Context: an optimization exercise on an open-source flow, tuned for small area, a short achievable clock period and few clock cycles per item. The choices shown serve that exercise and are no tape-out recipe. Function was checked by simulation only, so behaviour that the tests miss may differ from the original. No activity file was given, so power comes from the tool's default toggle rates.

==> flow/design.v, too long to show whole: its modules and the start of the top module <==
// module filter: 1268 lines
module filter
 #(parameter DWIDTH = 16,
   parameter DDWIDTH = 2*DWIDTH,
	parameter L = 160,
	parameter L_LOG = 8,
	parameter M = 147,
	parameter M_LOG = 8,
	parameter CWIDTH = 4*L,
	parameter J = 4,
	parameter J_LOG = 2)
  (input clk,
   input rst,
	output req_in,
	input ack_in,
	input signed [0:DWIDTH-1] data_in,
	output req_out,
	input ack_out,
	output signed [0:DWIDTH-1] data_out);
  // ...
==> flow/flow/run.sh <==
#!/bin/bash
# The standard layout (standard.sh), with these changes:
#  - synthesis skips the quick ABC pass inside Yosys's synth, so the adder
#    trees reach the full-adder extraction as written (same registers);
#  - timing repair aims below the clock period (larger setup margin).
set -euo pipefail
bash standard.sh SYNTH_ARGS=-noabc SETUP_SLACK_MARGIN=7.0 finish > standard_make.log 2>&1
==> flow/standard.sh <==
#!/bin/bash
# synth_recipe.tcl (not shown) runs the flow's synth.tcl, then flattens the netlist and writes it again
# the make line also repeats each setting of config.mk as NAME=value (left out here)
make -C /OpenROAD-flow-scripts/flow DESIGN_CONFIG=/design/flow/config.mk WORK_HOME=/design/flow/orfs CLKGATE_MAP_FILE= SYNTH_SCRIPT=/design/flow/synth_recipe.tcl "${@:-finish}"
==> flow/config.mk <==
export PLATFORM = sky130hd
export DESIGN_NAME = filter
export DESIGN_NICKNAME = filter
export VERILOG_FILES = /design/flow/design.v
export SDC_FILE = /design/flow/constraint.sdc
export NUM_CORES = 4
export LEC_CHECK = 0
export CAP_MARGIN = 20
export CORE_MARGIN = 2
export CORE_UTILIZATION = 40
export CTS_CLUSTER_DIAMETER = 100
export CTS_CLUSTER_SIZE = 25
export SLEW_MARGIN = 20
export SYNTH_MEMORY_MAX_BITS = 16384
==> flow/constraint.sdc <==
create_clock -name core_clock -period 10.0 [get_ports {clk}]
set_input_delay 2.0000 -clock core_clock [delete_from_list [all_inputs] [get_ports {clk}]]
set_output_delay 2.0000 -clock core_clock [all_outputs]
set_load 0.01 [all_outputs]
==> run notes, run 1 <==
headroom to the max-slew limit 25.7%; CP top delay family flip-flops; Hold EP x2[1]; Seq/total area 30.0%; RSZ-0062 raised after global routing true; GRT Total Usage 25.6%; clock share of power 13.3%; DR WL met3 6460 um; Max stage delay on crit path 0.37 ns; share of the synthesized area in the top cell type 24.3%; n_diodes 0; initial antenna violation count 3; outcome no timing/DRC/antenna violations; most numerous cell in the Yosys netlist dfxtp_1; sequential cell area 8250 um2; clock tree buffer depth 3; Layout Cells excl Fill 3324; Num CTS Buffers 20; drt initial violations 2308; Max VDD drop 0.000184 V; Slew Viols, Final 0; non-clk buf share 3.88%; # clk buffers 30; routability congestion estimate from global placement 0.979; cell count of the worst hold path 0; R2R Setup Slk 7.00 ns; Post-CTS Hold Buffers 0; post-synthesis cell count 2554; Required @ worst endpoint 8.00 ns; crit path cell chain buf_6; Die ar. 65100 um2; Critical Path AT 1.04 ns; IO Port Bufs 37; Reg with most FFs r1; CTS H-tree depth 1; worst-path fanout max 3; WL/cell 25.1 um
Testbench counts, summed over its fixed seeds: cycles 10,280, items 5,120.
==> run 2: changes to the inputs <==
--- a/flow/flow/run.sh
+++ b/flow/flow/run.sh
@@ -5,3 +5,3 @@
 #  - timing repair aims below the clock period (larger setup margin).
 set -euo pipefail
-bash standard.sh SYNTH_ARGS=-noabc SETUP_SLACK_MARGIN=7.0 finish > standard_make.log 2>&1
+bash standard.sh SYNTH_ARGS=-noabc SETUP_SLACK_MARGIN=6.95 finish > standard_make.log 2>&1
--- a/flow/config.mk
+++ b/flow/config.mk
@@ -11,4 +11,5 @@
 export CTS_CLUSTER_DIAMETER = 100
 export CTS_CLUSTER_SIZE = 25
+export PLACE_DENSITY = 0.7
 export SLEW_MARGIN = 20
 export SYNTH_MEMORY_MAX_BITS = 16384
==> run 2 against run 1 <==
Routed wire length is 2.2% higher. Final area fell by 1.3%. Combinational power barely moved. Worst setup slack worse by 0.048 ns. Clock power up 0.5%. Sequential power barely moved. Die area unchanged. Critical path type is now flip-flop to flip-flop. Largest cell class unchanged. Largest power group unchanged. Highest routed layer unchanged.
==> run notes, run 2 <==
FF+latch count, synth 370; DR vias/cell 6.08; share of the synthesized area in the top cell type 24.3% (unchanged); share of layout cells above drive strength 1 10.1%; Detail Route Antenna Nets 0; initial antenna violation count 3 (unchanged); Final Core Density 43.2%; Crit. path cell count 6; EDFF count, synth 64; DR DRC count 0; Netlist Area Pre-Place 25200 um2; Max VDD drop 0.000187 V (+1.2%); outcome no timing/DRC/antenna violations; clock skew 0.0164 ns; # rows 92; Hold WS 0.429 ns; final setup violation count 0; cell count of the worst hold path 0 (unchanged); Final Hold Fails 0; first-pass GRT wire length 127000 um; drt initial violations 2578 (+12%); IO Port Bufs 37 (unchanged); Vias 20100; most frequent cells in the layout nand2_1, fa_1, xnor2_1; TritonCTS clock tree yes; routability congestion estimate from global placement 1.01 (+3.7%); largest registers r1 x105, acc x31, cr x27; Post-CTS Hold Buffers 0 (unchanged); Die W 255 um; Post-synth ARST share 0%; clock tree buffer depth 3 (unchanged); fmax 324 MHz; Die ar. 65100 um2 (unchanged); Post-synth top cells dfxtp_1, nand2_1, fa_1; WL/cell 25.8 um (+2.7%); post-synthesis cell count 2554 (unchanged); worst-path fanout max 34 (+31); Placeable Area 62700 um2; Die Y 255 um; Synth area leaders dfxtp_1, fa_1, xnor2_1; sequential share of the synthesized area 31.9%; CP Launch Type flip-flop; I/O pin total 38; Post-Syn Nets 2898; RSZ-0062 raised after global routing true; CP top delay family compound AO/OA/AOI/OAI gates; largest net degree at the start of global routing 56; P per Cell Area 255 nW/um2; DRT Pass-1 Iters 9; sequential cell area 8230 um2 (-0.29%); minimum clock period 3.09 ns; Top Usage Layer GRT met2; R2R cell count 6; area delta synth->final 7.53%; Max stage delay on crit path 0.93 ns (+0.56 ns); Num CTS Buffers 20 (unchanged); GR Util met1 35.2%; fin area 27100 um2; overall routed net length 85300 um; Slowest-stage cell, CP o21ai_0; Reg with most FFs r1; most common cell after layout, fill and taps aside nand2_1; most numerous cell in the Yosys netlist dfxtp_1; headroom to the max-slew limit 25.4% (-0.34 points); max reg flops 105; met2 Use GR 39.9%; Critical Path AT 3.48 ns (+2.44 ns); vias in the first global route 20000; multi-input logic area 16000 um2; P_leak 10.3 nW; crit path cell chain buf_4 > o21ai_0 > nand2_1 > o21ai_0 > a31oi_1 > or4_1; root buf cell clkbuf_16; biggest area consumer among synthesized cells dfxtp_1; Initial Util 40.2%; CTS H-tree depth 1 (unchanged); cell mode on critical path o21ai_0; clock latency (worst-skew pair) 0.55 ns; fillers 5905; TNS Setup 0 ns; GRT Total Usage 25.8% (+0.19 points); instance area at placement 26000 um2; CTS Sinks 370; Required @ worst endpoint 10.39 ns (+2.39 ns); HPWL after DPL 60100 um; fin crit share 30.9%; Avg Cell Area, Syn 9.88 um2; maxcap violations 0; met3 GRT Util 5.42%; CP Class flip-flop to flip-flop; R2R Setup Slk 6.91 ns (-0.09 ns); synth unique cells 74; Congestion Overflow GR 0; Final #Nets 2789; Hold Crit Class flip-flop to flip-flop; Ys Warns 1; Worst-path clk slew 0.11 ns; Buf+Inv Stages, Crit Path 1; most used flip-flop cell after synthesis dfxtp_1; Slew Viols, Final 0 (unchanged); Critical Path End Type flip-flop; Slew @ Worst Pin 1.11 ns
run 2: changes by cell type in the layout (fill, tap and decap cells not counted), sizes merged, moves of 2 or more:
cell | previous run | this run
clkinv | 6 | 4
clkinvlp | 5 | 3
buf | 94 | 77
inv | 79 | 82
run 2: what timing repair did:
item                                    4_1_cts  5_1_grt
gates cloned                                  0        1
endpoints found under the setup margin      124       41
buffers inserted                             14        8
gates resized for setup                     183       39
pin swaps                                     0        1
run 2: worst register-to-register path: cells and delay by family (launching register included):
family,cells,cell delay (ns)
AND/OR/NAND/NOR,2,0.83
buffers and inverters,1,0.25
flip-flops,1,0.32
AO/OA/AOI/OAI,3,1.53
run 2: cells by family after synthesis:
logic type / synth area share (%)
AOI/OAI and AO/OA: 17.0
xor gates and xnor gates: 10.1
adders and majority gates: 23.4
buffers and inverters: 4.82
DFF: 31.9
muxes: 1.59
and+or+nand+nor: 11.2
run 2: report_power, final:
group,total (mW),switching (mW),leakage [nW],internal (mW)
combinational,3.76,1.93,6.85,1.83
clock,0.921,0.510,0.305,0.411
sequential,2.25,0.299,3.18,1.95
run 2: through the flow:
step,instances,total power [mW],worst slack (ns)
2_1_floorplan,2554,4.99,6.91
5_1_grt,3304,7.52,6.88
3_3_place_gp,3246,5.76,6.30
3_5_place_dp,3246,5.98,6.01
6_report,3305,6.93,6.91
4_1_cts,3295,6.95,6.91
run 2: layer usage:
layer	share of wire (%)	vias to the layer above
li1	-	8648
met1	42	9995
met2	44	1190
met3	9.9	257
met4	4.3	2
met5	0.012	-
run 2: area by class of cell:
| type | instances | share of cell area (%) |
|---|---|---|
| Multi-Input combinational cell | 1873 | 59.1 |
| Timing Repair Buffer | 96 | 3.08 |
| Antenna cell | 1 | 0.00922 |
| Tap cell | 846 | 3.90 |
| Clock inverter | 5 | 0.226 |
| Sequential cell | 370 | 30.3 |
| Inverter | 84 | 1.22 |
| Clock buffer | 30 | 2.10 |
run 2: path summary, 6_finish.rpt:
path	startpoint	endpoint
min	x1[10]	x2[10]
min reg2reg	x1[10]	x2[10]
max	o0[3]	cr[3]
max reg2reg	o0[3]	cr[3]
==> run 3: changes to the inputs <==
--- a/flow/config.mk
+++ b/flow/config.mk
@@ -11,5 +11,4 @@
 export CTS_CLUSTER_DIAMETER = 100
 export CTS_CLUSTER_SIZE = 25
-export PLACE_DENSITY = 0.7
 export SLEW_MARGIN = 20
 export SYNTH_MEMORY_MAX_BITS = 16384
==> run 3 against run 2 <==
Largest power group unchanged. Synthesized cell count unchanged. Highest routed layer unchanged. Worst hold slack improved by 0.0057 ns. Sequential cell count unchanged. Global-route usage fell by 0.72 points. Final cell count is essentially flat.
==> run notes, run 3 <==
outcome no timing/DRC/antenna violations; most used flip-flop cell after synthesis dfxtp_1; Vias 19700 (-2.1%); Ys Warns 1 (unchanged); I/O pin total 38 (unchanged); minimum clock period 3.05 ns (-0.0330 ns); fin crit share 30.5% (-0.33 points); HPWL after DPL 58700 um (-2.3%); clock tree buffer depth 3 (unchanged); Final #Nets 2788 (-0.036%); RSZ-0062 raised after global routing true; root buf cell clkbuf_16; pre-CTS WS 6.31 ns (+0.295 ns); CP Launch Type flip-flop; TNS Setup 0 ns (unchanged); Int Pwr 4.11 mW (-1.8%); Synth area leaders dfxtp_1, fa_1, xnor2_1; max reg flops 105 (unchanged); Placeable Area 62700 um2 (unchanged); FF+latch count, synth 370 (unchanged); GRT Total Usage 25.0% (-0.72 points); Die Y 255 um (unchanged); Reg with most FFs r1; DRT Pass-1 Iters 7 (-2); share of the synthesized area in the top cell type 24.3% (unchanged); Flop pwr share 33.0% (+0.5 points); Hold WS 0.435 ns (+0.00575 ns); Detail Route Antenna Nets 0 (unchanged); Congestion Overflow GR 0 (unchanged); share of layout cells above drive strength 1 9.45% (-0.68 points); Slew Viols, Final 0 (unchanged); first-pass GRT wire length 124000 um (-2.1%); instance area at placement 26100 um2 (+0.27%); initial antenna violation count 6 (+3); drt initial violations 2356 (-8.6%); CTS Sinks 370 (unchanged); Die ar. 65100 um2 (unchanged); Max stage delay on crit path 0.38 ns (-0.55 ns); most numerous cell in the Yosys netlist dfxtp_1; largest net degree at the start of global routing 72 (+29%); Critical Path End Type primary output; most common cell after layout, fill and taps aside nand2_1; Hold Crit Class flip-flop to flip-flop; Die W 255 um (unchanged); IO Port Bufs 37 (unchanged); Required @ worst endpoint 8.00 ns (-2.39 ns); maxcap violations 0 (unchanged); DR vias/cell 5.95 (-2.1%); Logic pwr share 54.3% (about the same); P per Cell Area 251 nW/um2 (-1.8%); Post-synth ARST share 0% (unchanged); sequential share of the synthesized area 31.9% (unchanged); NetSw 2.66 mW (-2.9%); P_leak 10.3 nW (-0.40%); Post-CTS Hold Buffers 0 (unchanged); final setup violation count 0 (unchanged); Critical Path AT 1.05 ns (-2.43 ns); Final Core Density 43.0% (-0.22 points); CP Class flip-flop to primary output; fmax 328 MHz (+1.1%); routability congestion estimate from global placement 0.969 (-4.5%); clock skew 0.0316 ns (+0.0151 ns); Num CTS Buffers 19 (-5.0%); WL/cell 24.8 um (-3.8%); Worst-path clk slew 0.10 ns (about the same); headroom to the max-slew limit 29.8% (+4.4 points); Post-synth top cells dfxtp_1, nand2_1, fa_1; Initial Util 40.2% (unchanged); clock share of power 12.7% (-0.6 points); Slowest-stage cell, CP dfxtp_4; Avg Cell Area, Syn 9.88 um2 (unchanged); crit path cell chain clkbuf_2; overall routed net length 81900 um (-3.9%); EDFF count, synth 64 (unchanged); Final Hold Fails 0 (unchanged); Max VDD drop 0.000197 V (+5.3%); vias in the first global route 19700 (-1.4%); post-synthesis cell count 2554 (unchanged); biggest area consumer among synthesized cells dfxtp_1; largest registers r1 x105, acc x31, cr x27; TritonCTS clock tree yes; # rows 92 (unchanged); CTS H-tree depth 1 (unchanged); most frequent cells in the layout nand2_1, fa_1, dfxtp_1; CP top delay family flip-flops; Post-Syn Nets 2898 (unchanged); clock latency (worst-skew pair) 0.55 ns (about the same); Netlist Area Pre-Place 25200 um2 (unchanged); worst-path fanout max 6 (-82%); Buf+Inv Stages, Crit Path 1 (unchanged); final worst slack 6.95 ns (+0.0330 ns); fin area 27000 um2 (-0.51%); Sw Ratio 39.2% (-0.27 points); area delta synth->final 6.98%; DR DRC count 0 (unchanged); synth unique cells 74 (unchanged); Slew @ Worst Pin 1.04 ns (-0.0659 ns)
run 3: changes by cell type in the layout (fill, tap and decap cells not counted), sizes merged:
cell / delta
clkbuf: -3
diode: +2
inv: -2
clkdlybuf4s50: +1
clkinvlp: +1
buf: -1
run 3: final timing paths:
check	slack (ns)	start	depth (start not counted)	end
max	6.95	req_out_r	1	req_out
min	0.43	x1[2]	0	x2[2]
max reg2reg	6.95	tw0[3]	6	r1[60]
min reg2reg	0.43	x1[2]	0	x2[2]
run 3: kinds of logic (layout without fill, tap and decap cells):
logic type,Yosys count,count (layout),synth area share (%)
XOR/XNOR,291,291,10.1
other,0,3,0
adder cells (fa/ha/maj),324,324,23.4
buffers and inverters,311,211,4.82
AND/OR/NAND/NOR,599,599,11.2
multiplexers,38,38,1.59
AO/OA/AOI/OAI,621,621,17.0
flip-flops,370,370,31.9
run 3: layer usage:
| metal | vias to the layer above | track usage (%) | share of wire, % |
|---|---|---|---|
| met1 | 9786 | 34.6 | 43 |
| li1 | 8627 | - | - |
| met2 | 1027 | 39.4 | 45 |
| met3 | 224 | 3.43 | 7.8 |
| met5 | - | 0 | 0.013 |
| met4 | 2 | 10.7 | 4.4 |
run 3: timing repair:
item	in CTS	in global routing
buffers inserted	10	4
resized for setup	156	41
endpoints found under the setup margin	100	34
endpoints found under the hold margin	0	0
pin swaps	0	1
run 3: through the flow:
step	cells	power, mW
2_1_floorplan	2554	4.99
3_3_place_gp	3255	5.80
3_5_place_dp	3255	5.97
6_report	3303	6.77
4_1_cts	3296	6.86
5_1_grt	3302	7.42
run 3: power by group through the flow:
stage | clock [mW] | sequential [mW] | combinational, mW
detailed placement | 0 | 2.26 | 3.70
finish | 0.859 | 2.24 | 3.68
floorplan | 0 | 2.10 | 2.89
global placement | 0 | 2.25 | 3.54
global route | 0.949 | 2.28 | 4.19
CTS | 0.898 | 2.23 | 3.72
run 3: cell type report:
cell class	count	area, um2
flip-flops and latches	370	8190
diodes	3	7.51
well taps	846	1060
repair buffers	96	786
clock buffers	27	526
inverters	84	332
multi-input cells	1873	16000
fillers	6013	35700
clock inverters	4	40.0
==> run 4: changes to the inputs <==
--- a/flow/config.mk
+++ b/flow/config.mk
@@ -9,6 +9,6 @@
 export CORE_MARGIN = 2
 export CORE_UTILIZATION = 40
-export CTS_CLUSTER_DIAMETER = 100
-export CTS_CLUSTER_SIZE = 25
+export CTS_CLUSTER_DIAMETER = 80
+export CTS_CLUSTER_SIZE = 20
 export SLEW_MARGIN = 20
 export SYNTH_MEMORY_MAX_BITS = 16384
==> run 4 against run 3 <==
Utilization up 0.35 points. Area after synthesis unchanged. Clock skew up 0.010 ns. Routed wire length up 0.19%. Clock power up 15%. Count of clock-buffer cells in the layout up 7. Critical path depth up 5. Global-route usage up 0.084 points. Final area up 0.81%.
==> run notes, run 4 <==
final setup violation count 0 (unchanged); clock tree buffer depth 3 (unchanged); Layout Cells excl Fill 3316 (+0.39%); Reg-to-Reg End r1[60]; Final Core Density 43.4% (+0.35 points); TritonCTS clock tree yes; Ys Warns 1 (unchanged); TNS Setup 0 ns (unchanged); Post-synth ARST share 0% (unchanged); HPWL after DPL 58700 um (unchanged); Reg with most FFs r1; Hold EP x2[2]; Critical Path End Type flip-flop; Die Y 255 um (unchanged); cell count of the worst hold path 0 (unchanged); Vias 19600 (-0.20%); most frequent cells in the layout nand2_1, fa_1, dfxtp_1; Hold Crit Class flip-flop to flip-flop; Die W 255 um (unchanged); Congestion Overflow GR 0 (unchanged); share of the synthesized area in the top cell type 24.3% (unchanged); Placeable Area 62700 um2 (unchanged); Post-CTS Hold Buffers 0 (unchanged); fin crit share 30.9% (+0.35 points); Num CTS Buffers 24 (+5); worst-path fanout max 12 (+6); CP Launch Type flip-flop; Die ar. 65100 um2 (unchanged); R2R Setup Slk 6.91 ns (-0.03 ns); Worst-path clk slew 0.08 ns (-0.02 ns); headroom to the max-slew limit 27.2% (-2.6 points); DRT Pass-1 Iters 8 (+1); Post-Syn Nets 2898 (unchanged); I/O pin total 38 (unchanged); vias in the first global route 19800 (+0.14%); largest net degree at the start of global routing 72 (unchanged); Slew @ Worst Pin 1.08 ns (+0.0380 ns); Avg Cell Area, Syn 9.88 um2 (unchanged); most common cell after layout, fill and taps aside nand2_1; Required @ worst endpoint 10.46 ns (+2.46 ns); launch point of the worst path on0[3]; clock latency (worst-skew pair) 0.58 ns (+0.03 ns); P per Cell Area 254 nW/um2 (+1.2%); fmax 324 MHz (-1.1%); post-synthesis cell count 2554 (unchanged); area delta synth->final 7.85%; biggest area consumer among synthesized cells dfxtp_1; FF+latch count, synth 370 (unchanged); placed insts 3255 (unchanged); CP Class flip-flop to flip-flop; Netlist Area Pre-Place 25200 um2 (unchanged); GRT Total Usage 25.1% (+0.084 points); Final Hold Fails 0 (unchanged); max reg flops 105 (unchanged); clock skew 0.0418 ns (+0.0102 ns); Max VDD drop 0.000197 V (+0.18%); Initial Util 40.2% (unchanged); initial antenna violation count 7 (+1); min-delay src x1[2]; Post-synth top cells dfxtp_1, nand2_1, fa_1; maxcap violations 0 (unchanged); Slew Viols, Final 0 (unchanged); RSZ-0062 raised after global routing true; outcome no timing/DRC/antenna violations; Hold WS 0.427 ns (-0.00739 ns); first-pass GRT wire length 125000 um (+0.25%); Final #Nets 2796 (+0.29%); most used flip-flop cell after synthesis dfxtp_1; Worst R2R Start on0[3]; root buf cell clkbuf_16; EDFF count, synth 64 (unchanged); IO Port Bufs 37 (unchanged); Synth area leaders dfxtp_1, fa_1, xnor2_1; Critical Path AT 3.54 ns (+2.49 ns); fillers 5993 (-0.33%); sequential share of the synthesized area 31.9% (unchanged); overall routed net length 82100 um (+0.19%); most numerous cell in the Yosys netlist dfxtp_1; Pwr Total 6.91 mW (+2.0%); DR vias/cell 5.92 (-0.59%); CTS Sinks 370 (unchanged); CTS H-tree depth 1 (unchanged); DR DRC count 0 (unchanged); largest registers r1 x105, acc x31, cr x27; Detail Route Antenna Nets 0 (unchanged); minimum clock period 3.09 ns (+0.0348 ns); routability congestion estimate from global placement 0.969 (unchanged); WL/cell 24.8 um (-0.20%); # rows 92 (unchanged); R2R cell count 6 (unchanged); synth unique cells 74 (unchanged); share of layout cells above drive strength 1 9.69% (+0.24 points); drt initial violations 2348 (-0.34%); P_leak 10.4 nW (+0.87%)
[run 4: cell counts after synthesis]
No cell type changed its count.
[run 4: cells by family after synthesis]
| group | synth area share [%] |
|---|---|
| AND/OR/NAND/NOR | 11.2 |
| AO/OA/AOI/OAI | 17.0 |
| buffers and inverters | 4.82 |
| multiplexers | 1.59 |
| adder cells (fa/ha/maj) | 23.4 |
| XOR/XNOR | 10.1 |
| flip-flops | 31.9 |
[run 4: metrics by stage]
step	worst slack (ns)	cell area [um2]
after floorplan	6.91	25300
after global placement	6.34	26100
after detailed placement	6.31	26100
after CTS	6.85	27000
after global routing	6.89	27200
final	6.91	27200
[run 4: final cells by class]
class	count	area [um2]	share of cell area, %
diodes	4	10.0	0.0368
clock buffers	34	658	2.42
clock inverters	6	73.8	0.271
inverters	84	332	1.22
multi-input cells	1873	16000	58.9
flip-flops and latches	370	8190	30.1
well taps	846	1060	3.89
repair buffers	99	857	3.15
[run 4: repair_timing]
item	4_1_cts	5_1_grt
setup endpoints to repair	99	40
setup buffers	13	4
resized for setup	159	38
[run 4: how the worst max path moves through the flow]
stage / to / slack, ns / cells after the start
floorplan: r1[78] / 6.91 / 7
global placement: o3[3] / 6.34 / 5
detailed placement: o3[3] / 6.31 / 5
CTS: req_out / 6.85 / 1
global route: r1[78] / 6.89 / 6
finish: r1[60] / 6.91 / 6
[run 4: where the power goes]
group / internal (mW) / switching (mW)
Combinational: 1.79 / 1.89
Sequential: 1.95 / 0.286
Clock: 0.469 / 0.516
Total: 4.21 / 2.69
[run 4: layer usage]
layer | part of all wire, % | global-route usage (%) | up-vias
met1 | 43 | 34.7 | 9714
met3 | 7.6 | 3.64 | 217
met5 | 0.016 | 0 | -
met2 | 45 | 39.5 | 1038
li1 | - | - | 8656
met4 | 4.2 | 10.6 | 2
[run 4: worst max-delay path, cell delays in order (launching register included)]
cell and delay (ns):
dfxtp_2 0.41, a22oi_1 0.41, xnor2_2 0.18, fa_1 0.46, fa_1 0.49, fa_1 0.59
fa_1 0.43
==> run 5: changes to the inputs <==
--- a/flow/flow/run.sh
+++ b/flow/flow/run.sh
@@ -5,3 +5,3 @@
 #  - timing repair aims below the clock period (larger setup margin).
 set -euo pipefail
-bash standard.sh SYNTH_ARGS=-noabc SETUP_SLACK_MARGIN=6.95 finish > standard_make.log 2>&1
+bash standard.sh SYNTH_ARGS=-noabc SETUP_SLACK_MARGIN=6.9 finish > standard_make.log 2>&1
--- a/flow/config.mk
+++ b/flow/config.mk
@@ -9,6 +9,6 @@
 export CORE_MARGIN = 2
 export CORE_UTILIZATION = 40
-export CTS_CLUSTER_DIAMETER = 80
-export CTS_CLUSTER_SIZE = 20
+export CTS_CLUSTER_DIAMETER = 100
+export CTS_CLUSTER_SIZE = 25
 export SLEW_MARGIN = 20
 export SYNTH_MEMORY_MAX_BITS = 16384
==> run 5 against run 4 <==
Clock skew down 0.015 ns. Count of clock-buffer cells in the layout down 9. First-iteration DRC count down 6.4%. Die area unchanged. Critical path type unchanged. Via count up 0.36%. Global-route usage about the same. Largest cell class unchanged. Largest power group unchanged.
==> run notes, run 5 <==
biggest area consumer among synthesized cells dfxtp_1; CP Class flip-flop to flip-flop; EDFF count, synth 64 (unchanged); DRT Pass-1 Iters 9 (+1); Slowest-stage cell, CP or4_1; most common cell after layout, fill and taps aside nand2_1; GRT Total Usage 25.1% (about the same); clock skew 0.0272 ns (-0.0146 ns); P per Cell Area 252 nW/um2 (-0.89%); largest net degree at the start of global routing 71 (-1.4%); Worst-path clk slew 0.09 ns (about the same); synth unique cells 74 (unchanged); DR DRC count 0 (unchanged); Final #Nets 2789 (-0.25%); maxcap violations 0 (unchanged); routability congestion estimate from global placement 0.966 (-0.36%); fillers 6103 (+1.8%); post-synthesis cell count 2554 (unchanged); FF+latch count, synth 370 (unchanged); overall routed net length 82500 um (+0.49%); largest registers r1 x105, acc x31, cr x27; R2R Setup Slk 6.91 ns (about the same); Critical Path End Type flip-flop; Ys Warns 1 (unchanged); area delta synth->final 6.62%; RSZ-0062 raised after global routing true; Critical Path Sink cr[5]; share of the synthesized area in the top cell type 24.3% (unchanged); Max VDD drop 0.000180 V (-8.6%); final setup violation count 0 (unchanged); Initial Util 40.2% (unchanged); Sw Ratio 39.4% (+0.34 points); HPWL after DPL 59000 um (+0.47%); CP Launch Type flip-flop; clock share of power 12.6% (-1.7 points); Int Pwr 4.10 mW (-2.6%); clock tree buffer depth 3 (unchanged); I/O pin total 38 (unchanged); Die ar. 65100 um2 (unchanged); CP top delay family simple AND/OR/NAND/NOR gates; fin crit share 30.9% (+0.041 points); fmax 323 MHz (-0.13%); max reg flops 105 (unchanged); IO Port Bufs 37 (unchanged); Buf+Inv Stages, Crit Path 1 (+1); CTS H-tree depth 1 (unchanged); most used flip-flop cell after synthesis dfxtp_1; Die W 255 um (unchanged); NetSw 2.66 mW (-1.2%); Slew Viols, Final 0 (unchanged); Post-synth ARST share 0% (unchanged); outcome no timing/DRC/antenna violations; WL/cell 25.0 um (+1.0%); Slew @ Worst Pin 1.01 ns (-0.0730 ns); TritonCTS clock tree yes; # rows 92 (unchanged); CTS Sinks 370 (unchanged); minimum clock period 3.09 ns (+0.00413 ns); Die Y 255 um (unchanged); Required @ worst endpoint 10.41 ns (-0.05 ns); root buf cell clkbuf_16; most numerous cell in the Yosys netlist dfxtp_1; crit path cell chain buf_4 > or2_2 > nor2_2 > o21ai_0 > a222oi_1 > a21boi_0 > or4_1; clock latency (worst-skew pair) 0.55 ns (-0.03 ns); Max stage delay on crit path 0.58 ns (about the same); Hold Crit Class flip-flop to flip-flop; n_diodes 0 (-4); initial antenna violation count 0 (-7); Vias 19700 (+0.36%); Post-Syn Nets 2898 (unchanged); Num CTS Buffers 19 (-21%); Crit. path cell count 7 (+1); launch point of the worst path o1[3]; drt initial violations 2198 (-6.4%); Reg with most FFs r1; R2R cell count 7 (+1); vias in the first global route 19800 (+0.25%); share of layout cells above drive strength 1 9.34% (-0.36 points); Placeable Area 62700 um2 (unchanged); TNS Setup 0 ns (unchanged); Netlist Area Pre-Place 25200 um2 (unchanged); headroom to the max-slew limit 32.2% (+4.9 points); sequential share of the synthesized area 31.9% (unchanged); DR vias/cell 5.97 (+0.88%); most frequent cells in the layout nand2_1, fa_1, dfxtp_1; Logic pwr share 54.3% (+1.0 points); Hold WS 0.436 ns (+0.00913 ns); Avg Cell Area, Syn 9.88 um2 (unchanged); Flop pwr share 33.1% (+0.7 points); Critical Path AT 3.50 ns (-0.04 ns); Reg-to-Reg End cr[5]; Detail Route Antenna Nets 0 (unchanged); first-pass GRT wire length 125000 um (+0.28%); Post-synth top cells dfxtp_1, nand2_1, fa_1; Synth area leaders dfxtp_1, fa_1, xnor2_1; Final Hold Fails 0 (unchanged); Congestion Overflow GR 0 (unchanged); worst-path fanout max 48 (+36); P_leak 10.3 nW (-1.1%); Worst R2R Start o1[3]
-- run 5: cell count changes in the layout (fill, tap and decap cells not counted), moves of 3 or more --
cell       delta
buf_2        +12
diode_2       -4
dfxtp_4       -9
dfxtp_2       +8
buf_6        -11
clkbuf_16     -4
buf_4         -3
-- run 5: power groups by stage --
stage / logic [mW] / registers (mW) / clock network (mW)
6_report: 3.67 / 2.24 / 0.855
5_1_grt: 4.17 / 2.27 / 0.942
3_3_place_gp: 3.54 / 2.25 / 0
3_5_place_dp: 3.68 / 2.26 / 0
4_1_cts: 3.70 / 2.23 / 0.893
2_1_floorplan: 2.89 / 2.10 / 0
-- run 5: per-layer routing --
layer  track usage [%]  vias up  routed length [um]
li1                  -     8642                   -
met1              35.1     9875               35500
met2              39.2      984               37100
met3              3.84      197                6520
met4              9.82        0                3430
met5                 0        -                   0
-- run 5: metrics by stage --
stage               instance area, um2  setup WS (ns)  utilization [%]  power, mW  std cells
floorplan                        25200           6.87                -       4.99       2554
global placement                 26100           6.36             41.6       5.79       3256
detailed placement               26100           6.32             41.6       5.94       3256
CTS                              26800           6.81             42.7       6.83       3293
global route                     26900           6.80             42.9       7.39       3299
finish                           26900           6.91             42.9       6.77       3299
-- run 5: final cells by class --
class                      count  area [um2]  area share (%)
clock buffer                  25         498            1.85
clock inverter                 4        45.0           0.167
inverter                      84         329            1.22
multi-input combinational   1873       16000            59.6
sequential                   370        8160            30.4
tap                          846        1060            3.94
timing repair buffer          97         776            2.88
-- run 5: timing repair --
| action | 4_1_cts | 5_1_grt |
|---|---|---|
| gates cloned | 0 | 1 |
| resized for setup | 144 | 33 |
| setup endpoints to repair | 95 | 55 |
| hold buffers | 0 | 0 |
| endpoints found under the hold margin | 0 | 0 |
| pin swaps | 0 | 1 |
| setup buffers | 8 | 5 |
-- run 5: how the worst min path moves through the flow --
stage                start      to  slack [ns]  depth (start not counted)
finish               x1[2]   x2[2]        0.44                          0
global route         x1[2]   x2[2]        0.44                          0
CTS                 x1[10]  x2[10]        0.44                          0
detailed placement   x1[2]   x2[2]        0.41                          0
global placement     x1[2]   x2[2]        0.41                          0
floorplan            x1[2]   x2[2]        0.40                          0
-- run 5: worst reg2reg max path, delay by kind of cell (launching register included) --
| family | cells | cell delay [ns] |
|---|---|---|
| AND/OR/NAND/NOR | 3 | 1.67 |
| AO/OA/AOI/OAI | 3 | 0.71 |
| flip-flops | 1 | 0.31 |
| buffers and inverters | 1 | 0.28 |
-- run 5: cells by family (layout without fill, tap and decap cells) --
family,after synthesis,count (layout),synth area share [%]
flops,370,370,31.9
compound gates,621,621,17.0
fa+ha+maj,324,324,23.4
mux,38,38,1.59
xor+xnor,291,291,10.1
buf+inv,311,210,4.82
simple gates,599,599,11.2

==> separate check: timing with driven ports <==
No port has a modelled driver above. Below, the same layouts with a new extraction and two added sets of constraints.
Step 1 sets driving cells, clkbuf_16 on the clock port and buf_2 on the other inputs (assumed; they add their load-dependent delay and slew).
Step 2 also shifts input and output timing later by t, the mid clock arrival at the registers, as if the neighbouring blocks saw the same clock.
Slacks: ideal / step 1 / step 2; pairs: ideal / step 1.
run	t, ns	setup slack, ns	latest minus earliest clock arrival (ns)	cell pins on the clock port's net
run 1	0.605	6.962 / 6.903 / 6.478	0.053 / 0.053	1
run 2	0.600	6.914 / 6.882 / 6.450	0.016 / 0.016	1
run 3	0.596	6.947 / 6.890 / 6.487	0.032 / 0.032	1
run 4	0.617	6.913 / 6.913 / 6.439	0.042 / 0.042	1
run 5	0.599	6.908 / 6.899 / 6.444	0.028 / 0.027	1
After both steps every run listed still meets setup and hold. The setup slack of run 1, which loses most, moves by -0.059 ns with the drivers and by -0.484 ns with both steps.
